Source: an optimization exercise on an open RTL-to-GDS flow (aim: small area, a short achievable clock period and few clock cycles per item). Production flows keep margins and buffers that such runs may drop.
Function was checked by simulation only, so behaviour that the tests miss may differ from the original.
No activity file was given, so power comes from the tool's default toggle rates.

$ cat flow/flow/run.sh
#!/bin/bash
# The standard layout (the standard.sh, on the standard synthesis script) with two
# changes:
#  - ADDER_MAP_FILE is empty, so Yosys does not extract half/full adders into
#    sky130 ha/fa cells before ABC; ABC maps that logic with the rest.
#  - the port buffers inserted before global placement are sky130_fd_sc_hd__buf_2
#    instead of the resizer's default pick (a clkdlybuf4s50 delay cell).
# Registers and their names are those of the standard synthesis.
set -euo pipefail
export BUFFER_PORTS_ARGS="-buffer_cell sky130_fd_sc_hd__buf_2"
bash standard.sh ADDER_MAP_FILE= finish > standard.log 2>&1
$ cat flow/config.mk
export PLATFORM = sky130hd
export DESIGN_NAME = viterbi_decoder
export DESIGN_NICKNAME = viterbi_decoder
export VERILOG_FILES = /design/flow/design.v
export SDC_FILE = /design/flow/constraint.sdc
export NUM_CORES = 4
export LEC_CHECK = 0
export ABC_AREA = 1
export CAP_MARGIN = 20
export CORE_MARGIN = 2
export CORE_UTILIZATION = 40
export CTS_BUF_LIST = sky130_fd_sc_hd__clkbuf_16
export CTS_CLUSTER_DIAMETER = 300
export CTS_CLUSTER_SIZE = 30
export SETUP_SLACK_MARGIN = 0.35
export SLEW_MARGIN = 20
$ cat flow/constraint.sdc
create_clock -name core_clock -period 5.0 [get_ports {clk}]
set_input_delay 1.0000 -clock core_clock [delete_from_list [all_inputs] [get_ports {clk}]]
set_output_delay 1.0000 -clock core_clock [all_outputs]
set_load 0.01 [all_outputs]
$ cat flow/design.v
module vfront(data, cut);
  input [15:0] data;
  output [22:0] cut;
  wire new_n40, new_n41, new_n42, new_n43, new_n44, new_n45, new_n46,
    new_n47, new_n48, new_n49, new_n50, new_n51, new_n52, new_n53, new_n54,
    new_n55, new_n56, new_n57, new_n58, new_n59, new_n60, new_n61, new_n62,
    new_n63, new_n64, new_n65, new_n66, new_n67, new_n68, new_n69, new_n70,
    new_n71, new_n72, new_n73, new_n74, new_n75, new_n76, new_n77, new_n78,
    new_n79, new_n80, new_n81, new_n82, new_n83, new_n84, new_n85, new_n86,
    new_n87, new_n88, new_n89, new_n90, new_n91, new_n92, new_n93, new_n94,
    new_n95, new_n96, new_n97, new_n98, new_n99, new_n100, new_n101,
    new_n102, new_n103, new_n104, new_n105, new_n106, new_n107, new_n108,
    new_n109, new_n110, new_n111, new_n112, new_n113, new_n114, new_n115,
    new_n116, new_n117, new_n118, new_n119, new_n120, new_n121, new_n122,
    new_n123, new_n124, new_n125, new_n126, new_n127, new_n128, new_n129,
    new_n130, new_n131, new_n132, new_n133, new_n134, new_n135, new_n136,
    new_n137, new_n138, new_n139, new_n140, new_n141, new_n142, new_n143,
    new_n144, new_n145, new_n146, new_n147, new_n148, new_n149, new_n150,
    new_n151, new_n152, new_n153, new_n154, new_n155, new_n156, new_n157,
    new_n159, new_n160, new_n161, new_n162, new_n163, new_n165, new_n166,
    new_n167, new_n168, new_n169, new_n170, new_n171, new_n172, new_n173,
    new_n174, new_n175, new_n176, new_n177, new_n178, new_n179, new_n180,
    new_n181, new_n182, new_n183, new_n184, new_n185, new_n186, new_n187,
    new_n188, new_n189, new_n190, new_n191, new_n192, new_n194, new_n195,
    new_n196, new_n197, new_n198, new_n199, new_n200, new_n201, new_n202,
    new_n203, new_n204, new_n205, new_n206, new_n207, new_n208, new_n209,
    new_n210, new_n211, new_n212, new_n213, new_n214, new_n215, new_n216,
    new_n217, new_n218, new_n219, new_n220, new_n221, new_n222, new_n223,
    new_n225, new_n226, new_n228, new_n229, new_n230, new_n231, new_n232,
    new_n233, new_n235, new_n236, new_n237, new_n238, new_n239, new_n240,
    new_n241, new_n242, new_n243, new_n244, new_n245, new_n246, new_n247,
    new_n248, new_n249, new_n250, new_n251, new_n252, new_n253, new_n254,
    new_n255, new_n256, new_n257, new_n258, new_n259, new_n260, new_n261,
    new_n262, new_n263, new_n264, new_n265, new_n266, new_n267, new_n268,
    new_n269, new_n270, new_n271, new_n272, new_n273, new_n274, new_n275,
    new_n276, new_n277, new_n278, new_n279, new_n280, new_n281, new_n282,
    new_n284, new_n285, new_n286, new_n287, new_n289, new_n290, new_n291,
    new_n292, new_n293, new_n294, new_n295, new_n297, new_n298, new_n299,
    new_n300, new_n301, new_n302, new_n303, new_n304, new_n305, new_n306,
    new_n307, new_n308, new_n309, new_n310, new_n311, new_n312, new_n313,
    new_n315, new_n316, new_n317, new_n318, new_n320, new_n321, new_n322,
    new_n324, new_n325, new_n327, new_n328, new_n330, new_n332, new_n333,
    new_n335, new_n336;
  assign new_n40 = data[10] & ~data[11];
  assign new_n41 = ~data[10] & data[11];
  assign new_n42 = ~new_n40 & ~new_n41;
  assign new_n43 = data[12] & ~new_n42;
  assign new_n44 = ~data[12] & new_n42;
  assign new_n45 = ~new_n43 & ~new_n44;
  assign new_n46 = data[14] & data[15];
  assign new_n47 = data[12] & ~data[13];
  assign new_n48 = ~data[12] & data[13];
  assign new_n49 = ~new_n47 & ~new_n48;
  assign new_n50 = new_n46 & new_n49;
  assign new_n51 = ~data[14] & ~data[15];
  assign new_n52 = ~new_n49 & new_n51;
  assign new_n53 = ~new_n50 & ~new_n52;
  assign new_n54 = ~new_n45 & new_n53;
  assign new_n55 = data[8] & ~data[9];
  assign new_n56 = ~data[8] & data[9];
  assign new_n57 = ~new_n55 & ~new_n56;
  assign new_n58 = data[10] & ~new_n57;
  assign new_n59 = ~data[10] & new_n57;
  assign new_n60 = ~new_n58 & ~new_n59;
  assign new_n61 = new_n49 & ~new_n60;
  assign new_n62 = ~new_n49 & new_n60;
  assign new_n63 = ~new_n61 & ~new_n62;
  assign new_n64 = new_n54 & ~new_n63;
  assign new_n65 = data[8] & ~new_n42;
  assign new_n66 = ~data[8] & new_n42;
  assign new_n67 = ~new_n65 & ~new_n66;
  assign new_n68 = new_n64 & new_n67;
  assign new_n69 = data[7] & ~new_n57;
  assign new_n70 = ~data[7] & new_n57;
  assign new_n71 = ~new_n69 & ~new_n70;
  assign new_n72 = ~data[6] & ~data[7];
  assign new_n73 = data[6] & data[7];
  assign new_n74 = ~new_n72 & ~new_n73;
  assign new_n75 = ~new_n46 & ~new_n51;
  assign new_n76 = new_n63 & new_n75;
  assign new_n77 = new_n45 & new_n53;
  assign new_n78 = new_n67 & new_n77;
  assign new_n79 = ~new_n76 & new_n78;
  assign new_n80 = new_n71 & new_n79;
  assign new_n81 = ~new_n74 & ~new_n80;
  assign new_n82 = ~new_n67 & new_n77;
  assign new_n83 = ~new_n57 & new_n82;
  assign new_n84 = ~new_n76 & new_n83;
  assign new_n85 = ~new_n67 & new_n75;
  assign new_n86 = new_n67 & ~new_n75;
  assign new_n87 = ~new_n85 & ~new_n86;
  assign new_n88 = new_n57 & new_n87;
  assign new_n89 = ~new_n57 & ~new_n87;
  assign new_n90 = new_n57 & ~new_n67;
  assign new_n91 = ~new_n89 & ~new_n90;
  assign new_n92 = ~new_n88 & new_n91;
  assign new_n93 = ~new_n53 & new_n63;
  assign new_n94 = data[10] & ~new_n51;
  assign new_n95 = ~data[10] & ~new_n46;
  assign new_n96 = ~new_n94 & ~new_n95;
  assign new_n97 = data[11] & data[13];
  assign new_n98 = ~data[11] & ~data[13];
  assign new_n99 = ~new_n97 & ~new_n98;
  assign new_n100 = ~new_n96 & ~new_n99;
  assign new_n101 = new_n53 & ~new_n63;
  assign new_n102 = new_n100 & ~new_n101;
  assign new_n103 = ~new_n93 & new_n102;
  assign new_n104 = ~new_n92 & new_n103;
  assign new_n105 = ~new_n84 & ~new_n104;
  assign new_n106 = data[6] & ~data[7];
  assign new_n107 = new_n105 & new_n106;
  assign new_n108 = new_n82 & new_n105;
  assign new_n109 = ~data[6] & data[7];
  assign new_n110 = new_n57 & new_n96;
  assign new_n111 = ~new_n76 & ~new_n110;
  assign new_n112 = new_n99 & ~new_n111;
  assign new_n113 = ~new_n88 & new_n112;
  assign new_n114 = new_n109 & ~new_n113;
  assign new_n115 = ~new_n108 & new_n114;
  assign new_n116 = ~new_n107 & ~new_n115;
  assign new_n117 = new_n67 & new_n93;
  assign new_n118 = ~new_n116 & ~new_n117;
  assign new_n119 = ~new_n81 & ~new_n118;
  assign new_n120 = ~new_n89 & new_n103;
  assign new_n121 = data[7] & new_n120;
  assign new_n122 = new_n57 & ~new_n87;
  assign new_n123 = new_n112 & ~new_n122;
  assign new_n124 = ~data[7] & new_n123;
  assign new_n125 = ~new_n121 & ~new_n124;
  assign new_n126 = new_n82 & new_n125;
  assign new_n127 = ~new_n116 & ~new_n126;
  assign new_n128 = new_n116 & new_n125;
  assign new_n129 = ~new_n127 & ~new_n128;
  assign new_n130 = ~new_n119 & ~new_n129;
  assign new_n131 = ~data[6] & new_n57;
  assign new_n132 = new_n63 & ~new_n75;
  assign new_n133 = ~new_n101 & ~new_n132;
  assign new_n134 = ~new_n77 & ~new_n133;
  assign new_n135 = new_n96 & new_n134;
  assign new_n136 = new_n131 & new_n135;
  assign new_n137 = new_n64 & ~new_n67;
  assign new_n138 = ~new_n57 & new_n137;
  assign new_n139 = ~new_n135 & ~new_n138;
  assign new_n140 = ~data[6] & ~new_n67;
  assign new_n141 = ~new_n139 & new_n140;
  assign new_n142 = ~data[7] & new_n141;
  assign new_n143 = new_n64 & new_n86;
  assign new_n144 = new_n68 & new_n109;
  assign new_n145 = ~new_n143 & ~new_n144;
  assign new_n146 = ~new_n142 & new_n145;
  assign new_n147 = ~new_n136 & new_n146;
  assign new_n148 = new_n130 & new_n147;
  assign new_n149 = ~new_n91 & new_n134;
  assign new_n150 = ~new_n73 & ~new_n137;
  assign new_n151 = ~new_n149 & ~new_n150;
  assign new_n152 = new_n82 & new_n110;
  assign new_n153 = ~new_n57 & new_n78;
  assign new_n154 = ~new_n152 & ~new_n153;
  assign new_n155 = ~new_n123 & new_n154;
  assign new_n156 = new_n139 & new_n155;
  assign new_n157 = ~new_n72 & ~new_n156;
  assign cut[7] = new_n151 | new_n157;
  assign new_n159 = new_n91 & new_n134;
  assign new_n160 = new_n74 & ~new_n159;
  assign new_n161 = ~new_n135 & ~new_n160;
  assign new_n162 = ~cut[7] & new_n161;
  assign new_n163 = data[6] & new_n162;
  assign cut[4] = ~new_n148 | new_n163;
  assign new_n165 = ~new_n71 & cut[4];
  assign new_n166 = new_n68 & ~new_n165;
  assign new_n167 = ~new_n104 & ~new_n113;
  assign new_n168 = new_n68 & ~new_n71;
  assign new_n169 = new_n167 & ~new_n168;
  assign new_n170 = ~new_n116 & ~new_n169;
  assign new_n171 = data[6] & ~new_n123;
  assign new_n172 = ~data[6] & ~new_n120;
  assign new_n173 = new_n116 & ~new_n172;
  assign new_n174 = ~new_n171 & new_n173;
  assign new_n175 = ~new_n170 & ~new_n174;
  assign new_n176 = data[6] & ~new_n57;
  assign new_n177 = ~new_n131 & ~new_n176;
  assign new_n178 = new_n54 & ~new_n75;
  assign new_n179 = new_n63 & new_n178;
  assign new_n180 = new_n177 & new_n179;
  assign new_n181 = ~new_n116 & ~new_n178;
  assign new_n182 = new_n63 & new_n181;
  assign new_n183 = ~new_n180 & ~new_n182;
  assign new_n184 = new_n175 & ~new_n183;
  assign new_n185 = new_n137 & ~new_n177;
  assign new_n186 = ~new_n79 & ~new_n185;
  assign new_n187 = ~new_n181 & ~new_n186;
  assign new_n188 = new_n74 & new_n133;
  assign new_n189 = new_n167 & new_n188;
  assign new_n190 = ~new_n129 & ~new_n189;
  assign new_n191 = ~new_n187 & new_n190;
  assign new_n192 = ~new_n184 & new_n191;
  assign cut[0] = new_n166 | ~new_n192;
  assign new_n194 = new_n175 & ~new_n180;
  assign new_n195 = ~data[7] & ~new_n96;
  assign new_n196 = data[7] & new_n96;
  assign new_n197 = ~new_n195 & ~new_n196;
  assign new_n198 = new_n132 & ~new_n197;
  assign new_n199 = ~new_n93 & ~new_n137;
  assign new_n200 = new_n67 & ~new_n177;
  assign new_n201 = ~new_n74 & ~new_n200;
  assign new_n202 = ~new_n199 & new_n201;
  assign new_n203 = ~new_n198 & ~new_n202;
  assign new_n204 = new_n148 & new_n181;
  assign new_n205 = ~new_n71 & ~new_n204;
  assign new_n206 = ~new_n53 & ~new_n67;
  assign new_n207 = new_n77 & ~new_n140;
  assign new_n208 = new_n167 & ~new_n207;
  assign new_n209 = new_n84 & new_n208;
  assign new_n210 = ~new_n84 & ~new_n208;
  assign new_n211 = ~new_n209 & ~new_n210;
  assign new_n212 = ~new_n206 & new_n211;
  assign new_n213 = ~new_n205 & new_n212;
  assign new_n214 = new_n133 & new_n148;
  assign new_n215 = ~new_n74 & ~new_n75;
  assign new_n216 = new_n68 & ~new_n215;
  assign new_n217 = ~new_n71 & new_n215;
  assign new_n218 = new_n82 & new_n197;
  assign new_n219 = new_n217 & new_n218;
  assign new_n220 = ~new_n189 & ~new_n219;
  assign new_n221 = ~new_n216 & new_n220;
  assign new_n222 = ~new_n214 & new_n221;
  assign new_n223 = new_n194 & new_n222;
  assign cut[2] = new_n213 | ~new_n223;
  assign new_n225 = ~new_n203 & ~cut[2];
  assign new_n226 = new_n194 & ~new_n225;
  assign cut[1] = new_n119 | ~new_n226;
  assign new_n228 = ~new_n167 & new_n178;
  assign new_n229 = ~new_n79 & new_n116;
  assign new_n230 = ~new_n228 & new_n229;
  assign new_n231 = new_n205 & ~new_n230;
  assign new_n232 = ~new_n170 & ~new_n202;
  assign new_n233 = new_n221 & new_n232;
  assign cut[3] = new_n231 | ~new_n233;
  assign new_n235 = ~new_n75 & new_n100;
  assign new_n236 = ~new_n46 & ~new_n94;
  assign new_n237 = new_n235 & ~new_n236;
  assign new_n238 = ~new_n97 & ~new_n236;
  assign new_n239 = new_n98 & ~new_n235;
  assign new_n240 = ~new_n238 & ~new_n239;
  assign new_n241 = ~new_n237 & new_n240;
  assign new_n242 = ~new_n98 & new_n236;
  assign new_n243 = ~new_n238 & ~new_n242;
  assign new_n244 = ~data[8] & ~data[9];
  assign new_n245 = data[12] & ~new_n244;
  assign new_n246 = ~new_n235 & ~new_n245;
  assign new_n247 = ~new_n243 & ~new_n246;
  assign new_n248 = ~data[12] & new_n243;
  assign new_n249 = data[8] & data[9];
  assign new_n250 = ~new_n248 & new_n249;
  assign new_n251 = ~new_n247 & ~new_n250;
  assign new_n252 = new_n241 & ~new_n251;
  assign new_n253 = ~new_n98 & ~new_n236;
  assign new_n254 = ~new_n97 & ~new_n253;
  assign new_n255 = new_n251 & new_n254;
  assign new_n256 = ~new_n252 & ~new_n255;
  assign new_n257 = ~cut[7] & new_n256;
  assign new_n258 = new_n56 & ~new_n178;
  assign new_n259 = new_n96 & new_n99;
  assign new_n260 = ~data[12] & ~new_n259;
  assign new_n261 = ~data[11] & data[13];
  assign new_n262 = data[10] & ~new_n46;
  assign new_n263 = ~new_n51 & ~new_n262;
  assign new_n264 = new_n261 & new_n263;
  assign new_n265 = data[11] & ~data[13];
  assign new_n266 = ~new_n263 & new_n265;
  assign new_n267 = ~new_n264 & ~new_n266;
  assign new_n268 = ~new_n260 & new_n267;
  assign new_n269 = ~new_n55 & ~new_n268;
  assign new_n270 = ~data[12] & ~new_n267;
  assign new_n271 = ~new_n269 & ~new_n270;
  assign new_n272 = ~new_n258 & new_n271;
  assign new_n273 = ~new_n96 & new_n265;
  assign new_n274 = ~new_n96 & new_n261;
  assign new_n275 = ~new_n263 & ~new_n274;
  assign new_n276 = ~new_n273 & ~new_n275;
  assign new_n277 = ~new_n272 & new_n276;
  assign new_n278 = ~new_n263 & ~new_n273;
  assign new_n279 = ~new_n274 & ~new_n278;
  assign new_n280 = new_n272 & new_n279;
  assign new_n281 = ~new_n277 & ~new_n280;
  assign new_n282 = cut[7] & ~new_n281;
  assign cut[5] = new_n257 | new_n282;
  assign new_n284 = new_n244 & ~new_n268;
  assign new_n285 = ~new_n251 & ~new_n284;
  assign new_n286 = ~cut[7] & ~new_n285;
  assign new_n287 = cut[7] & ~new_n272;
  assign cut[6] = ~new_n286 & ~new_n287;
  assign new_n289 = new_n109 & ~new_n143;
  assign new_n290 = ~new_n57 & new_n68;
  assign new_n291 = new_n78 & new_n110;
  assign new_n292 = ~new_n83 & ~new_n291;
  assign new_n293 = ~new_n113 & new_n292;
  assign new_n294 = ~new_n290 & new_n293;
  assign new_n295 = new_n161 & new_n294;
  assign cut[10] = ~new_n289 & ~new_n295;
  assign new_n297 = ~new_n56 & ~new_n268;
  assign new_n298 = new_n55 & ~new_n178;
  assign new_n299 = ~new_n270 & ~new_n298;
  assign new_n300 = ~new_n297 & new_n299;
  assign new_n301 = new_n276 & ~new_n300;
  assign new_n302 = new_n279 & new_n300;
  assign new_n303 = ~new_n301 & ~new_n302;
  assign new_n304 = cut[10] & ~new_n303;
  assign new_n305 = data[12] & ~new_n249;
  assign new_n306 = ~new_n235 & ~new_n305;
  assign new_n307 = ~new_n243 & ~new_n306;
  assign new_n308 = new_n244 & ~new_n248;
  assign new_n309 = ~new_n307 & ~new_n308;
  assign new_n310 = ~new_n241 & ~new_n309;
  assign new_n311 = ~new_n254 & new_n309;
  assign new_n312 = ~new_n310 & ~new_n311;
  assign new_n313 = ~cut[10] & ~new_n312;
  assign cut[8] = new_n304 | new_n313;
  assign new_n315 = cut[10] & ~new_n300;
  assign new_n316 = new_n249 & ~new_n268;
  assign new_n317 = ~new_n309 & ~new_n316;
  assign new_n318 = ~cut[10] & ~new_n317;
  assign cut[9] = ~new_n315 & ~new_n318;
  assign new_n320 = ~new_n72 & ~new_n137;
  assign new_n321 = ~new_n149 & ~new_n320;
  assign new_n322 = ~new_n73 & ~new_n156;
  assign cut[13] = new_n321 | new_n322;
  assign new_n324 = new_n256 & ~cut[13];
  assign new_n325 = ~new_n281 & cut[13];
  assign cut[11] = new_n324 | new_n325;
  assign new_n327 = ~new_n285 & ~cut[13];
  assign new_n328 = ~new_n272 & cut[13];
  assign cut[12] = ~new_n327 & ~new_n328;
  assign new_n330 = new_n106 & ~new_n143;
  assign cut[16] = ~new_n295 & ~new_n330;
  assign new_n332 = ~new_n303 & cut[16];
  assign new_n333 = ~new_n312 & ~cut[16];
  assign cut[14] = new_n332 | new_n333;
  assign new_n335 = ~new_n300 & cut[16];
  assign new_n336 = ~new_n317 & ~cut[16];
  assign cut[15] = ~new_n335 & ~new_n336;
  assign cut[17] = data[0];
  assign cut[18] = data[1];
  assign cut[19] = data[2];
  assign cut[20] = data[3];
  assign cut[21] = data[4];
  assign cut[22] = data[5];
endmodule
module vback(cut, dout);
  input [22:0] cut;
  output [7:0] dout;
  wire new_n32, new_n33, new_n34, new_n35, new_n36, new_n37, new_n38,
    new_n39, new_n40, new_n41, new_n42, new_n43, new_n44, new_n45, new_n46,
    new_n47, new_n48, new_n49, new_n50, new_n51, new_n52, new_n53, new_n54,
    new_n55, new_n56, new_n57, new_n58, new_n59, new_n60, new_n61, new_n62,
    new_n63, new_n64, new_n65, new_n66, new_n67, new_n68, new_n69, new_n70,
    new_n71, new_n72, new_n73, new_n74, new_n75, new_n76, new_n77, new_n78,
    new_n79, new_n80, new_n81, new_n82, new_n83, new_n84, new_n85, new_n86,
    new_n87, new_n88, new_n89, new_n90, new_n91, new_n92, new_n93, new_n94,
    new_n95, new_n96, new_n97, new_n98, new_n99, new_n100, new_n101,
    new_n102, new_n103, new_n104, new_n105, new_n106, new_n107, new_n108,
    new_n109, new_n110, new_n111, new_n112, new_n113, new_n114, new_n115,
    new_n116, new_n117, new_n118, new_n119, new_n120, new_n121, new_n122,
    new_n123, new_n124, new_n125, new_n126, new_n127, new_n128, new_n129,
    new_n130, new_n131, new_n132, new_n133, new_n134, new_n135, new_n136,
    new_n137, new_n138, new_n139, new_n140, new_n141, new_n142, new_n143,
    new_n144, new_n145, new_n146, new_n147, new_n148, new_n149, new_n150,
    new_n151, new_n152, new_n153, new_n154, new_n155, new_n156, new_n157,
    new_n158, new_n159, new_n160, new_n161, new_n162, new_n163, new_n164,
    new_n165, new_n166, new_n167, new_n168, new_n169, new_n170, new_n171,
    new_n172, new_n173, new_n174, new_n175, new_n176, new_n177, new_n178,
    new_n179, new_n180, new_n181, new_n182, new_n183, new_n184, new_n185,
    new_n186, new_n187, new_n188, new_n189, new_n190, new_n191, new_n192,
    new_n193, new_n194, new_n195, new_n196, new_n197, new_n198, new_n199,
    new_n200, new_n201, new_n202, new_n203, new_n204, new_n205, new_n206,
    new_n207, new_n208, new_n209, new_n210, new_n211, new_n212, new_n213,
    new_n214, new_n215, new_n216, new_n217, new_n218, new_n219, new_n220,
    new_n221, new_n222, new_n223, new_n224, new_n225, new_n226, new_n227,
    new_n228, new_n229, new_n230, new_n231, new_n232, new_n233, new_n234,
    new_n235, new_n236, new_n237, new_n238, new_n239, new_n240, new_n241,
    new_n242, new_n243, new_n244, new_n245, new_n246, new_n247, new_n248,
    new_n249, new_n250, new_n251, new_n252, new_n253, new_n254, new_n256,
    new_n257, new_n258, new_n259, new_n260, new_n261, new_n262, new_n263,
    new_n264, new_n265, new_n266, new_n267, new_n268, new_n269, new_n270,
    new_n271, new_n272, new_n273, new_n275, new_n276, new_n277, new_n278,
    new_n279, new_n280, new_n281, new_n282, new_n283, new_n284, new_n285,
    new_n286, new_n288, new_n289, new_n290, new_n291, new_n292, new_n293,
    new_n294, new_n295, new_n296, new_n297, new_n298, new_n299, new_n300,
    new_n301, new_n302, new_n303, new_n304, new_n305, new_n306, new_n307,
    new_n308, new_n310, new_n311, new_n312, new_n313, new_n314, new_n315,
    new_n316, new_n317, new_n318, new_n319, new_n320, new_n321, new_n322,
    new_n323, new_n324, new_n325, new_n326, new_n327, new_n328, new_n329,
    new_n331, new_n332, new_n333, new_n334, new_n335, new_n336, new_n337,
    new_n338, new_n339, new_n341, new_n342, new_n343, new_n344, new_n345,
    new_n346, new_n348, new_n349, new_n350, new_n351, new_n352, new_n353;
  assign new_n32 = cut[17] & ~cut[18];
  assign new_n33 = ~cut[17] & cut[18];
  assign new_n34 = ~new_n32 & ~new_n33;
  assign new_n35 = ~cut[2] & ~cut[4];
  assign new_n36 = ~cut[0] & new_n35;
  assign new_n37 = ~cut[3] & ~new_n36;
  assign new_n38 = cut[3] & new_n36;
  assign new_n39 = ~new_n37 & ~new_n38;
  assign new_n40 = cut[0] & ~cut[2];
  assign new_n41 = ~cut[0] & cut[2];
  assign new_n42 = ~new_n40 & ~new_n41;
  assign new_n43 = ~cut[1] & new_n42;
  assign new_n44 = ~new_n39 & new_n43;
  assign new_n45 = cut[2] & ~cut[4];
  assign new_n46 = ~cut[1] & new_n45;
  assign new_n47 = ~cut[2] & ~cut[3];
  assign new_n48 = ~cut[4] & new_n47;
  assign new_n49 = cut[0] & cut[1];
  assign new_n50 = new_n48 & new_n49;
  assign new_n51 = ~new_n46 & ~new_n50;
  assign new_n52 = ~new_n44 & new_n51;
  assign new_n53 = ~cut[21] & cut[22];
  assign new_n54 = cut[21] & ~cut[22];
  assign new_n55 = ~new_n53 & ~new_n54;
  assign new_n56 = cut[3] & cut[4];
  assign new_n57 = ~new_n47 & ~new_n56;
  assign new_n58 = cut[1] & new_n57;
  assign new_n59 = cut[2] & cut[3];
  assign new_n60 = ~cut[4] & ~new_n59;
  assign new_n61 = cut[0] & cut[2];
  assign new_n62 = ~new_n60 & new_n61;
  assign new_n63 = new_n60 & ~new_n61;
  assign new_n64 = ~new_n62 & ~new_n63;
  assign new_n65 = ~new_n58 & new_n64;
  assign new_n66 = new_n55 & new_n65;
  assign new_n67 = new_n52 & new_n66;
  assign new_n68 = ~cut[1] & new_n60;
  assign new_n69 = cut[0] & ~cut[3];
  assign new_n70 = ~cut[0] & cut[3];
  assign new_n71 = ~new_n69 & ~new_n70;
  assign new_n72 = ~cut[2] & new_n71;
  assign new_n73 = new_n68 & ~new_n72;
  assign new_n74 = ~cut[1] & cut[3];
  assign new_n75 = cut[2] & ~new_n74;
  assign new_n76 = ~new_n71 & ~new_n75;
  assign new_n77 = ~new_n68 & ~new_n76;
  assign new_n78 = ~new_n73 & ~new_n77;
  assign new_n79 = ~new_n46 & ~new_n48;
  assign new_n80 = ~new_n55 & ~new_n79;
  assign new_n81 = new_n78 & new_n80;
  assign new_n82 = ~new_n67 & ~new_n81;
  assign new_n83 = cut[20] & new_n82;
  assign new_n84 = ~cut[19] & ~cut[20];
  assign new_n85 = cut[21] & cut[22];
  assign new_n86 = new_n60 & new_n85;
  assign new_n87 = ~cut[21] & ~cut[22];
  assign new_n88 = ~new_n60 & new_n87;
  assign new_n89 = ~new_n86 & ~new_n88;
  assign new_n90 = cut[1] & new_n45;
  assign new_n91 = ~new_n89 & new_n90;
  assign new_n92 = new_n54 & ~new_n73;
  assign new_n93 = ~new_n44 & new_n79;
  assign new_n94 = new_n77 & ~new_n93;
  assign new_n95 = new_n53 & ~new_n94;
  assign new_n96 = ~new_n92 & ~new_n95;
  assign new_n97 = ~new_n55 & new_n64;
  assign new_n98 = new_n96 & new_n97;
  assign new_n99 = ~new_n91 & ~new_n98;
  assign new_n100 = new_n84 & new_n99;
  assign new_n101 = ~new_n83 & ~new_n100;
  assign new_n102 = cut[0] & cut[3];
  assign new_n103 = ~new_n75 & new_n102;
  assign new_n104 = ~new_n64 & new_n103;
  assign new_n105 = new_n51 & new_n104;
  assign new_n106 = ~new_n58 & ~new_n105;
  assign new_n107 = ~new_n42 & ~new_n106;
  assign new_n108 = ~cut[1] & ~cut[2];
  assign new_n109 = cut[3] & ~new_n108;
  assign new_n110 = ~new_n55 & ~new_n109;
  assign new_n111 = new_n107 & new_n110;
  assign new_n112 = ~new_n55 & new_n90;
  assign new_n113 = new_n67 & ~new_n109;
  assign new_n114 = ~new_n112 & ~new_n113;
  assign new_n115 = ~new_n111 & new_n114;
  assign new_n116 = ~new_n49 & ~new_n74;
  assign new_n117 = cut[2] & cut[4];
  assign new_n118 = new_n116 & ~new_n117;
  assign new_n119 = cut[3] & ~cut[22];
  assign new_n120 = ~cut[3] & cut[22];
  assign new_n121 = ~new_n119 & ~new_n120;
  assign new_n122 = ~new_n118 & new_n121;
  assign new_n123 = ~new_n115 & ~new_n122;
  assign new_n124 = new_n52 & new_n55;
  assign new_n125 = new_n55 & ~new_n64;
  assign new_n126 = new_n51 & new_n125;
  assign new_n127 = ~new_n97 & ~new_n126;
  assign new_n128 = ~new_n124 & new_n127;
  assign new_n129 = new_n48 & ~new_n128;
  assign new_n130 = ~new_n55 & ~new_n106;
  assign new_n131 = ~new_n129 & ~new_n130;
  assign new_n132 = cut[19] & new_n131;
  assign new_n133 = ~new_n123 & ~new_n132;
  assign new_n134 = new_n52 & new_n65;
  assign new_n135 = new_n54 & new_n76;
  assign new_n136 = new_n53 & ~new_n76;
  assign new_n137 = ~new_n135 & ~new_n136;
  assign new_n138 = new_n134 & ~new_n137;
  assign new_n139 = ~new_n52 & ~new_n89;
  assign new_n140 = new_n122 & new_n139;
  assign new_n141 = ~new_n138 & ~new_n140;
  assign new_n142 = ~new_n133 & ~new_n141;
  assign new_n143 = ~new_n101 & new_n142;
  assign new_n144 = new_n101 & new_n133;
  assign new_n145 = ~new_n143 & ~new_n144;
  assign new_n146 = cut[20] & new_n138;
  assign new_n147 = ~new_n89 & ~new_n106;
  assign new_n148 = ~cut[20] & new_n147;
  assign new_n149 = ~new_n146 & ~new_n148;
  assign new_n150 = cut[19] & ~cut[20];
  assign new_n151 = ~cut[19] & cut[20];
  assign new_n152 = ~new_n150 & ~new_n151;
  assign new_n153 = ~new_n49 & ~new_n102;
  assign new_n154 = ~new_n109 & new_n153;
  assign new_n155 = new_n138 & ~new_n154;
  assign new_n156 = ~new_n45 & new_n147;
  assign new_n157 = ~new_n155 & ~new_n156;
  assign new_n158 = new_n152 & new_n157;
  assign new_n159 = ~new_n55 & new_n96;
  assign new_n160 = new_n151 & ~new_n159;
  assign new_n161 = ~new_n139 & new_n150;
  assign new_n162 = ~new_n160 & ~new_n161;
  assign new_n163 = ~new_n123 & ~new_n162;
  assign new_n164 = ~new_n158 & ~new_n163;
  assign new_n165 = new_n149 & ~new_n164;
  assign new_n166 = new_n145 & new_n165;
  assign new_n167 = ~new_n34 & ~new_n166;
  assign new_n168 = ~new_n118 & ~new_n121;
  assign new_n169 = ~new_n115 & ~new_n168;
  assign new_n170 = new_n55 & new_n89;
  assign new_n171 = ~new_n52 & new_n170;
  assign new_n172 = cut[19] & cut[20];
  assign new_n173 = ~new_n171 & new_n172;
  assign new_n174 = new_n92 & new_n94;
  assign new_n175 = new_n53 & new_n73;
  assign new_n176 = ~new_n94 & new_n175;
  assign new_n177 = ~new_n174 & ~new_n176;
  assign new_n178 = new_n84 & new_n177;
  assign new_n179 = ~new_n173 & ~new_n178;
  assign new_n180 = ~new_n169 & ~new_n179;
  assign new_n181 = ~new_n55 & new_n137;
  assign new_n182 = new_n134 & new_n181;
  assign new_n183 = ~new_n154 & new_n182;
  assign new_n184 = ~new_n106 & new_n170;
  assign new_n185 = ~new_n45 & new_n184;
  assign new_n186 = ~new_n183 & ~new_n185;
  assign new_n187 = ~new_n152 & new_n186;
  assign new_n188 = ~new_n180 & ~new_n187;
  assign new_n189 = cut[1] & ~new_n87;
  assign new_n190 = ~cut[1] & new_n87;
  assign new_n191 = ~new_n189 & ~new_n190;
  assign new_n192 = new_n59 & ~new_n191;
  assign new_n193 = ~cut[19] & ~new_n192;
  assign new_n194 = cut[20] & ~new_n193;
  assign new_n195 = new_n55 & ~new_n89;
  assign new_n196 = ~new_n106 & ~new_n195;
  assign new_n197 = ~new_n171 & ~new_n196;
  assign new_n198 = ~new_n129 & new_n197;
  assign new_n199 = cut[1] & new_n105;
  assign new_n200 = ~cut[21] & ~new_n199;
  assign new_n201 = cut[21] & ~new_n56;
  assign new_n202 = ~new_n200 & ~new_n201;
  assign new_n203 = cut[19] & ~new_n202;
  assign new_n204 = ~new_n198 & ~new_n203;
  assign new_n205 = ~new_n194 & ~new_n204;
  assign new_n206 = new_n177 & ~new_n182;
  assign new_n207 = new_n83 & new_n206;
  assign new_n208 = ~new_n205 & ~new_n207;
  assign new_n209 = ~new_n188 & ~new_n208;
  assign new_n210 = new_n64 & ~new_n177;
  assign new_n211 = ~new_n184 & ~new_n210;
  assign new_n212 = new_n150 & ~new_n211;
  assign new_n213 = new_n168 & new_n171;
  assign new_n214 = ~new_n182 & ~new_n213;
  assign new_n215 = new_n151 & ~new_n214;
  assign new_n216 = ~new_n212 & ~new_n215;
  assign new_n217 = new_n209 & new_n216;
  assign new_n218 = cut[18] & new_n217;
  assign new_n219 = new_n84 & ~new_n141;
  assign new_n220 = ~new_n99 & new_n172;
  assign new_n221 = ~new_n219 & ~new_n220;
  assign new_n222 = new_n82 & ~new_n138;
  assign new_n223 = ~cut[20] & new_n222;
  assign new_n224 = ~new_n159 & new_n223;
  assign new_n225 = new_n76 & ~new_n200;
  assign new_n226 = ~new_n76 & new_n200;
  assign new_n227 = ~new_n225 & ~new_n226;
  assign new_n228 = cut[2] & new_n56;
  assign new_n229 = ~new_n227 & new_n228;
  assign new_n230 = cut[21] & new_n199;
  assign new_n231 = ~new_n229 & ~new_n230;
  assign new_n232 = new_n152 & new_n231;
  assign new_n233 = cut[20] & new_n131;
  assign new_n234 = ~new_n139 & ~new_n147;
  assign new_n235 = new_n233 & new_n234;
  assign new_n236 = ~new_n232 & ~new_n235;
  assign new_n237 = ~new_n224 & new_n236;
  assign new_n238 = ~new_n164 & ~new_n237;
  assign new_n239 = new_n221 & new_n238;
  assign new_n240 = ~cut[17] & new_n239;
  assign new_n241 = ~new_n218 & ~new_n240;
  assign new_n242 = ~new_n167 & ~new_n241;
  assign new_n243 = ~cut[19] & new_n82;
  assign new_n244 = ~new_n233 & ~new_n243;
  assign new_n245 = new_n211 & ~new_n244;
  assign new_n246 = ~new_n150 & new_n209;
  assign new_n247 = new_n214 & ~new_n246;
  assign new_n248 = ~new_n245 & ~new_n247;
  assign new_n249 = new_n172 & new_n184;
  assign new_n250 = new_n84 & new_n182;
  assign new_n251 = ~new_n249 & ~new_n250;
  assign new_n252 = new_n32 & new_n251;
  assign new_n253 = ~new_n188 & new_n252;
  assign new_n254 = ~new_n248 & new_n253;
  assign dout[0] = ~new_n242 & ~new_n254;
  assign new_n256 = ~new_n188 & ~new_n248;
  assign new_n257 = ~new_n34 & ~new_n256;
  assign new_n258 = new_n96 & ~new_n171;
  assign new_n259 = new_n152 & new_n258;
  assign new_n260 = ~new_n171 & new_n177;
  assign new_n261 = ~new_n152 & ~new_n260;
  assign new_n262 = ~new_n259 & ~new_n261;
  assign new_n263 = new_n128 & ~new_n262;
  assign new_n264 = new_n221 & ~new_n263;
  assign new_n265 = new_n216 & new_n264;
  assign new_n266 = new_n33 & ~new_n265;
  assign new_n267 = new_n251 & ~new_n266;
  assign new_n268 = ~new_n257 & new_n267;
  assign new_n269 = new_n253 & ~new_n265;
  assign new_n270 = ~new_n248 & new_n269;
  assign new_n271 = ~new_n167 & ~new_n270;
  assign new_n272 = ~new_n149 & ~new_n152;
  assign new_n273 = new_n271 & ~new_n272;
  assign dout[1] = ~new_n268 | ~new_n273;
  assign new_n275 = new_n231 & ~new_n245;
  assign new_n276 = ~new_n247 & new_n275;
  assign new_n277 = new_n145 & ~new_n263;
  assign new_n278 = ~new_n276 & new_n277;
  assign new_n279 = ~cut[18] & ~new_n278;
  assign new_n280 = new_n239 & new_n277;
  assign new_n281 = ~new_n276 & new_n280;
  assign new_n282 = new_n217 & ~new_n281;
  assign new_n283 = ~new_n279 & new_n282;
  assign new_n284 = new_n268 & new_n283;
  assign new_n285 = ~new_n239 & ~new_n278;
  assign new_n286 = new_n273 & ~new_n285;
  assign dout[2] = new_n284 | ~new_n286;
  assign new_n288 = ~new_n82 & new_n115;
  assign new_n289 = ~new_n159 & ~new_n288;
  assign new_n290 = ~new_n151 & ~new_n289;
  assign new_n291 = ~new_n147 & new_n150;
  assign new_n292 = new_n271 & new_n291;
  assign new_n293 = new_n151 & ~new_n271;
  assign new_n294 = ~new_n292 & ~new_n293;
  assign new_n295 = ~new_n290 & new_n294;
  assign new_n296 = ~new_n138 & new_n295;
  assign new_n297 = dout[2] & ~new_n296;
  assign new_n298 = new_n217 & ~new_n279;
  assign new_n299 = ~dout[1] & ~new_n298;
  assign new_n300 = new_n84 & ~new_n299;
  assign new_n301 = new_n206 & ~new_n288;
  assign new_n302 = ~new_n84 & ~new_n301;
  assign new_n303 = new_n172 & ~new_n298;
  assign new_n304 = ~dout[1] & new_n303;
  assign new_n305 = ~new_n302 & ~new_n304;
  assign new_n306 = ~new_n300 & new_n305;
  assign new_n307 = new_n268 & ~new_n299;
  assign new_n308 = ~new_n306 & ~new_n307;
  assign dout[3] = new_n297 | new_n308;
  assign new_n310 = new_n54 & ~new_n297;
  assign new_n311 = new_n53 & dout[2];
  assign new_n312 = ~new_n296 & new_n311;
  assign new_n313 = new_n55 & new_n77;
  assign new_n314 = ~new_n312 & ~new_n313;
  assign new_n315 = ~new_n310 & new_n314;
  assign new_n316 = dout[3] & ~new_n315;
  assign new_n317 = ~new_n84 & ~new_n268;
  assign new_n318 = ~new_n299 & ~new_n317;
  assign new_n319 = new_n305 & ~new_n318;
  assign new_n320 = dout[2] & new_n296;
  assign new_n321 = ~new_n319 & ~new_n320;
  assign new_n322 = new_n85 & ~new_n319;
  assign new_n323 = ~new_n321 & ~new_n322;
  assign new_n324 = ~new_n55 & new_n60;
  assign new_n325 = new_n87 & ~new_n302;
  assign new_n326 = ~new_n304 & new_n325;
  assign new_n327 = ~new_n318 & new_n326;
  assign new_n328 = ~new_n324 & ~new_n327;
  assign new_n329 = new_n323 & new_n328;
  assign dout[4] = new_n316 | new_n329;
  assign new_n331 = ~new_n322 & new_n328;
  assign new_n332 = ~new_n321 & ~new_n331;
  assign new_n333 = cut[7] & new_n332;
  assign new_n334 = cut[16] & new_n316;
  assign new_n335 = ~new_n333 & ~new_n334;
  assign new_n336 = dout[3] & new_n315;
  assign new_n337 = cut[13] & new_n336;
  assign new_n338 = cut[10] & new_n329;
  assign new_n339 = ~new_n337 & ~new_n338;
  assign dout[5] = ~new_n335 | ~new_n339;
  assign new_n341 = cut[6] & new_n332;
  assign new_n342 = cut[12] & new_n336;
  assign new_n343 = ~new_n341 & ~new_n342;
  assign new_n344 = cut[9] & new_n329;
  assign new_n345 = cut[15] & new_n316;
  assign new_n346 = ~new_n344 & ~new_n345;
  assign dout[6] = ~new_n343 | ~new_n346;
  assign new_n348 = cut[5] & new_n332;
  assign new_n349 = cut[14] & new_n316;
  assign new_n350 = ~new_n348 & ~new_n349;
  assign new_n351 = cut[11] & new_n336;
  assign new_n352 = cut[8] & new_n329;
  assign new_n353 = ~new_n351 & ~new_n352;
  assign dout[7] = ~new_n350 | ~new_n353;
endmodule
module viterbi_decoder(clk, rst, en, data, data_out, done_flag);
    input clk, rst, en;
    input [15:0] data;
    output [7:0] data_out;
    output reg done_flag;
    wire [22:0] cut;
    reg  [22:0] cut_q;
    vfront head (.data(data), .cut(cut));
    vback  tail (.cut(cut_q), .dout(data_out));
    always @(posedge clk or posedge rst)
        if (rst) done_flag <= 1'b0;
        else     done_flag <= en;
    always @(posedge clk)
        cut_q <= cut;
endmodule
$ cat flow/standard.sh
#!/bin/bash
# synth_recipe.tcl (not shown) runs the flow's synth.tcl, then flattens the netlist and writes it again
# the make line also repeats each setting of config.mk as NAME=value (left out here)
make -C /OpenROAD-flow-scripts/flow DESIGN_CONFIG=/design/flow/config.mk WORK_HOME=/design/flow/orfs CLKGATE_MAP_FILE= SYNTH_SCRIPT=/design/flow/synth_recipe.tcl "${@:-finish}"
==> results.json, run 1 <==
{
  "hpwl_mm": 7.703,
  "synth.distinct_cells": 44,
  "power_mw": 1.580,
  "core_um2": 7807,
  "setup_violations": 0,
  "powerDensity_nw_per_um2": 442.8,
  "ctsResizeCount": 0,
  "startpoint_type": "flip-flop",
  "drt_iter0_markers": 192,
  "fin_area_um2": 3568,
  "crit_slowest_cell": "dfxtp_2",
  "clkPwrFrac_pct": 14.2,
  "ys_warn_count": 1,
  "wl_per_cell_um": 12.66,
  "gr-total-overflow": 0,
  "gp_congestion": 0.9638,
  "max_freq_mhz": 237.2,
  "numCtsBuffers": 3,
  "ant_nets": 0,
  "fin_util_pct": 45.71,
  "io_pins": 28,
  "syn_area_per_cell_um2": 5.551,
  "crit_required_ns": 4.00,
  "switching_power_mw": 0.8210,
  "crit_arrival_ns": 3.22,
  "placementRows": 32,
  "most-common-layout-cells": "nand2_1 (171), inv_1 (69), nor2_1 (61), nand3_1 (56), buf_2 (27)",
  "critical_path.top_delay_family": "simple AND/OR/NAND/NOR gates",
  "end_kind": "primary output",
  "worstMarginPinSlew_ns": 0.6307,
  "h-tree-depth": 1,
  "die_height_um": 94.03,
  "cts_setup_buffers": 0,
  "slew_violations": 0,
  "grt_pass1_wl_mm": 15.89,
  "min_period_over_period_pct": 84.33,
  "maxCapViolCount": 0,
  "synth-edff-count": 0,
  "synth_fp_nets": 603,
  "remaining_drc_errors": 0,
  "antenna_cells": 0,
  "status": "no timing/DRC/antenna violations",
  "synthFlopType": "dfxtp_1",
  "final_net_count": 628,
  "period_needed_ns": 4.217,
  "io_buffers": 27,
  "antenna_found_initial": 0,
  "holdWs_ns": 0.5642,
  "final_hold_viol_count": 0,
  "max-vdd-ir-drop_mv": 0.1446,
  "path_max_fanout": 10,
  "p_sw_share_pct": 51.96,
  "floorplan.initialDensity_pct": 41.52,
  "die_w_um": 94.03,
  "ys_ff_latch": 24,
  "drt_first_pass_iters": 5,
  "cts_tree": "done",
  "slew_headroom_pct": 57.51,
  "hold_buffers": 0,
  "cts_buffer_depth": 2,
  "grt_max_degree": 15,
  "cts.sinks": 24,
  "syn_inst": 584,
  "critPathMaxStageDelay_ns": 0.46,
  "die-area_um2": 8841,
  "cts-root-buf": "clkbuf_16",
  "drive_above_1_share_pct": 19.08,
  "cp_common_cell": "nand2_1",
  "tns_ns": 0,
  "placed_area_um2": 3461,
  "intPower_mw": 0.7590,
  "syn-cell-area_um2": 3242,
  "leakage_nw": 1.911,
  "syn2layout_area_growth_pct": 10.07,
  "fillerInstances": 840,
  "via_per_inst": 5.183,
  "crit_buf_inv": 4,
  "worstHoldPathType": "input pin to asynchronous set/reset pin",
  "critical_path_class": "flip-flop to primary output",
  "clk_pin_slew_ns": 0.06,
  "routed_wl_mm": 8.989,
  "rsz0062_at_grt": "no",
  "mostFrequentLayoutCell": "nand2_1",
  "vias": 3680,
  "ys_seq_area_share_pct": 14.97,
  "power.combinational.fraction_pct": 68.1,
  "async_flop_share_pct": 4.167,
  "grt_usage_pct": 22.07,
  "seqPwrFrac_pct": 17.7,
  "grt_pass1_vias": 3640,
  "crit_chain": "inv_2 > nand2_1 > nand2_1 > nand2_1 > inv_2 > nand2_1 > nand2_1 > nor2_1 > nand2_1 > o21ai_1 > a22oi_1 > nand3_1 > nand2_1 > nand2_1 > inv_1 > nand2_1 > nor2_4 > a21oi_1 > nor2_2 > nor2_4 > nand2_2 > nand3_1 > nand4_1 > buf_2"
}
## sequential cells by signal, summed over array words and instances (netlist names)
register	flops
cut_q	23
done_flag	1
## worst paths after layout
| check | start | endpoint | cells past startpoint |
|---|---|---|---|
| max | cut_q[2]$_DFF_P_ | data_out[5] | 24 |
| min in group core_clock | data[5] | cut_q[22]$_DFF_P_ | 1 |
| max in group asynchronous | rst | done_flag$_DFF_PP0_ | 2 |
| min | rst | done_flag$_DFF_PP0_ | 2 |
## synthesized netlist by cell type, types with 2 or more instances
| library cell | number | area share (%) |
|---|---|---|
| nor2_4 | 5 | 1.7 |
| clkbuf_1 | 3 | 0.35 |
| xnor2_1 | 2 | 0.54 |
| a22o_1 | 2 | 0.54 |
| nand3b_1 | 4 | 0.93 |
| buf_2 | 2 | 0.31 |
| dfxtp_1 | 23 | 14 |
| and3_1 | 2 | 0.39 |
| nand2_4 | 3 | 1.0 |
| o21ai_2 | 5 | 1.4 |
| a21oi_1 | 21 | 3.2 |
| inv_2 | 21 | 2.4 |
| nand4_1 | 10 | 1.9 |
| xor2_1 | 7 | 1.9 |
| a21oi_2 | 3 | 0.81 |
| nor2_2 | 8 | 1.5 |
| nand3_2 | 4 | 1.2 |
| or2_2 | 4 | 0.77 |
| buf_6 | 2 | 0.69 |
| nor3_1 | 6 | 0.93 |
| nor2_1 | 61 | 7.1 |
| inv_1 | 69 | 8.0 |
| clkinv_1 | 3 | 0.35 |
| nand3_1 | 56 | 8.6 |
| o221ai_1 | 3 | 0.81 |
| o21ai_0 | 26 | 4.0 |
| nand2_2 | 26 | 5.0 |
| o21ai_1 | 6 | 0.93 |
| mux2i_1 | 10 | 3.1 |
| o211ai_1 | 3 | 0.69 |
| nand2_1 | 171 | 20 |
## logic make-up after synthesis
group	after synthesis	synth area share, %
flops	24	14.97
simple gates	362	51.83
compound gates	79	15.55
buf+inv	100	12.12
mux	10	3.088
xor+xnor	9	2.432
## per-stage QoR
stage | worst slack (ns) | instances
final | 0.7835 | 710
after detailed placement | 0.9238 | 706
after global placement | 0.8931 | 706
after CTS | 0.6293 | 710
after floorplan | 1.613 | 584
after global routing | 0.4284 | 710
## final cells by class
| type | count | area [µm²] | share of cell area, % |
|---|---|---|---|
| Tap cell | 102 | 127.6 | 3.576 |
| Timing Repair Buffer | 27 | 135.1 | 3.787 |
| Clock inverter | 1 | 30.03 | 0.8415 |
| Inverter | 93 | 349.1 | 9.783 |
| Clock buffer | 3 | 75.07 | 2.104 |
| Sequential cell | 24 | 488.0 | 13.67 |
| Multi-Input combinational cell | 460 | 2364 | 66.23 |
## power groups by stage
stage / combinational (mW) / sequential (mW) / clock, mW
floorplan: 0.859 / 0.253 / 0
global placement: 1.07 / 0.281 / 0
detailed placement: 1.07 / 0.282 / 0
CTS: 1.07 / 0.278 / 0.230
global route: 1.21 / 0.285 / 0.239
finish: 1.08 / 0.280 / 0.224
## routing by layer
layer,vias to the layer above,share of wire (%),track usage (%)
li1,1918,-,-
met1,1609,42,25.63
met2,129,50,39.88
met3,24,5.5,3.050
met4,0,2.8,9.903
met5,-,0,0
Testbench counts, summed over its fixed seeds: cycles 1,280, blocks 1,280.
==> run 2, diff against run 1 <==
--- a/flow/config.mk
+++ b/flow/config.mk
@@ -9,8 +9,5 @@
 export CAP_MARGIN = 20
 export CORE_MARGIN = 2
 export CORE_UTILIZATION = 40
-export CTS_BUF_LIST = sky130_fd_sc_hd__clkbuf_16
-export CTS_CLUSTER_DIAMETER = 300
-export CTS_CLUSTER_SIZE = 30
 export SETUP_SLACK_MARGIN = 0.35
 export SLEW_MARGIN = 20
==> run 2 against run 1 <==
Compared with the run above: count of clock-buffer cells in the layout unchanged; critical endpoint unchanged; combinational power about the same; clock power decreased by 25%; sequential power about the same; critical path depth decreased by 3; design area decreased by 0.95%.
==> results.json, run 2 <==
{
  "core_um2": 7807,
  "largestRegisters": "cut_q (23), done_flag (1)",
  "cts_tree": "done",
  "period_needed_ns": 4.249,
  "placementRows": 32,
  "ys_seq_area_share_pct": 14.97,
  "worstMarginPinSlew_ns": 0.6315,
  "slew_headroom_pct": 57.45,
  "layout.cells.non_filler": 710,
  "crit_required_ns": 4.00,
  "hold_buffers": 0,
  "synthTopCellsByArea": "nand2_1 (20%), dfxtp_1 (14%), nand3_1 (8.6%), inv_1 (8.0%), nor2_1 (7.1%)",
  "slew_violations": 0,
  "cts-root-buf": "clkbuf_8",
  "path_max_fanout": 9,
  "maxCapViolCount": 0,
  "critical_path_class": "flip-flop to primary output",
  "crit_chain": "nand2_1 > nand2_1 > a21oi_1 > nand2_1 > nand2_1 > nor2_1 > nand2_1 > o21ai_1 > a22oi_1 > nand3_1 > nand2_1 > nand2_1 > a21oi_4 > nor2_1 > a21oi_1 > nor2_2 > nor2_4 > nand2_2 > nand3_1 > nand4_1 > buf_2",
  "cp-startpoint": "cut_q[3]$_DFF_P_",
  "yosysTopAreaCell": "nand2_1",
  "pre_cts_ws_ns": 0.9238,
  "ys_ff_latch": 24,
  "final_hold_viol_count": 0,
  "floorplan.initialDensity_pct": 41.52,
  "syn2layout_area_growth_pct": 9.031,
  "setup_violations": 0,
  "power_mw": 1.524,
  "grt_max_degree": 15,
  "max-vdd-ir-drop_mv": 0.1441,
  "critPathMaxStageDelay_ns": 0.39,
  "powerDensity_nw_per_um2": 431.1,
  "synth.distinct_cells": 44,
  "ys_warn_count": 1,
  "syn_area_per_cell_um2": 5.551,
  "largest_reg_flops": 23,
  "final_net_count": 628,
  "synth_top_area_share_pct": 19.80,
  "vias": 3681,
  "largest_register": "cut_q",
  "clk_pin_slew_ns": 0.09,
  "synthFlopType": "dfxtp_1",
  "place_inst": 706,
  "gp_congestion": 0.9638,
  "grt_pass1_vias": 3639,
  "fin_util_pct": 45.27,
  "yosys-top-cells-count": "nand2_1 (171), inv_1 (69), nor2_1 (61)",
  "remaining_drc_errors": 0,
  "synth-edff-count": 0,
  "numCtsBuffers": 3,
  "cts_setup_buffers": 0,
  "synth_fp_nets": 603,
  "cts.sinks": 24,
  "routed_wl_mm": 9.039,
  "leakage_nw": 1.895,
  "placed_area_um2": 3461,
  "max_freq_mhz": 235.3,
  "io_pins": 28,
  "die-area_um2": 8841,
  "die_w_um": 94.03,
  "rsz0062_at_grt": "no",
  "drt_iter0_markers": 158,
  "hpwl_mm": 7.703,
  "mostFrequentLayoutCell": "nand2_1",
  "crit_arrival_ns": 3.25,
  "io_buffers": 27,
  "async_flop_share_pct": 4.167,
  "fin_area_um2": 3535,
  "cts_buffer_depth": 2,
  "via_per_inst": 5.185,
  "min_period_over_period_pct": 84.99,
  "h-tree-depth": 1,
  "syn-cell-area_um2": 3242,
  "antenna_cells": 0,
  "crit_slowest_cell": "dfxtp_2",
  "antenna_found_initial": 0,
  "die_height_um": 94.03,
  "holdWs_ns": 0.5491,
  "tns_ns": 0,
  "final.setup.worst_slack_ns": 0.7505,
  "grt_pass1_wl_mm": 15.88,
  "wl_per_cell_um": 12.73,
  "worstHoldPathType": "input pin to asynchronous set/reset pin",
  "end_kind": "primary output",
  "status": "no timing/DRC/antenna violations",
  "ant_nets": 0,
  "startpoint_type": "flip-flop",
  "syn_inst": 584,
  "synth.most_common_cell": "nand2_1",
  "grt_usage_pct": 21.95,
  "most-common-layout-cells": "nand2_1 (171), inv_1 (69), nor2_1 (61), nand3_1 (56), buf_2 (27)",
  "drt_first_pass_iters": 5,
  "cp_common_cell": "nand2_1",
  "gr-total-overflow": 0,
  "drive_above_1_share_pct": 19.08
}
## run 2: cell types whose count changed in the layout (fill, tap and decap cells not counted)
cell / delta
clkbuf_16: -3
clkbuf_8: +3
## run 2: final cells by class
type | instances | area, µm²
Sequential cell | 24 | 488.0
Inverter | 93 | 349.1
Timing Repair Buffer | 27 | 135.1
Fill cell | 843 | 4273
Tap cell | 102 | 127.6
Clock inverter | 1 | 30.03
Clock buffer | 3 | 41.29
Multi-Input combinational cell | 460 | 2364
## run 2: logic make-up (layout without fill, tap and decap cells)
family,count (synthesis),count (layout),synth area share [%]
AO/OA/AOI/OAI,79,79,15.55
XOR/XNOR,9,9,2.432
buffers and inverters,100,124,12.12
flip-flops,24,24,14.97
multiplexers,10,10,3.088
AND/OR/NAND/NOR,362,362,51.83
## run 2: worst paths after layout
| path | end | slack [ns] | depth (start not counted) |
|---|---|---|---|
| max in group asynchronous | done_flag$_DFF_PP0_ | 4.36 | 2 |
| max | data_out[5] | 0.75 | 21 |
| min in group core_clock | cut_q[19]$_DFF_P_ | 0.83 | 1 |
| min | done_flag$_DFF_PP0_ | 0.55 | 2 |
## run 2: power breakdown
group	total [mW]	switching (mW)	internal [mW]
Combinational	1.08	0.711	0.365
Clock	0.168	0.0607	0.107
Sequential	0.279	0.0449	0.234
Total	1.52	0.817	0.707
## run 2: per-layer routing
metal	routed length (µm)	GRT usage [%]
met1	3823	25.68
met2	4523	39.76
met3	442	3.050
met4	249	9.179
met5	0	0
## run 2: repair_timing
item / CTS / global route
resized for setup: 0 / 2
hold endpoints to repair: 0 / 0
endpoints found under the setup margin: 0 / 4
## run 2: critical path, delay by kind of cell (launching register included)
family | cells | cell delay (ns)
AO/OA/AOI/OAI | 5 | 0.92
buffers and inverters | 1 | 0.14
flip-flops | 1 | 0.39
AND/OR/NAND/NOR | 15 | 1.52

separate check: timing with driven ports:
The flow's constraints put no driver on any port. The routed layouts listed below were extracted and timed again, unchanged, in two steps. Step 1: set_driving_cell puts a clkbuf_16 on clk and a buf_2 on each other input, an assumption about the parent block. Step 2 times the ports against the registers' clock, not the clock port: input delays grow and output delays shrink by t, the midpoint of the rising clock arrivals with the driver on. a / b / c = no drivers / after step 1 / after step 2; a / b = the first two.
run | shift t [ns] | setup slack, ns | hold WS [ns] | worst setup path at the end | worst data-port slew with drivers (ns)
run 1 | 0.283 | 0.783 / 0.753 / 1.036 | 0.564 / 0.554 / 0.837 | register to output | 0.04
run 2 | 0.287 | 0.751 / 0.725 / 1.012 | 0.549 / 0.543 / 0.830 | register to output | 0.04
After both steps setup and hold are still met in every run listed.
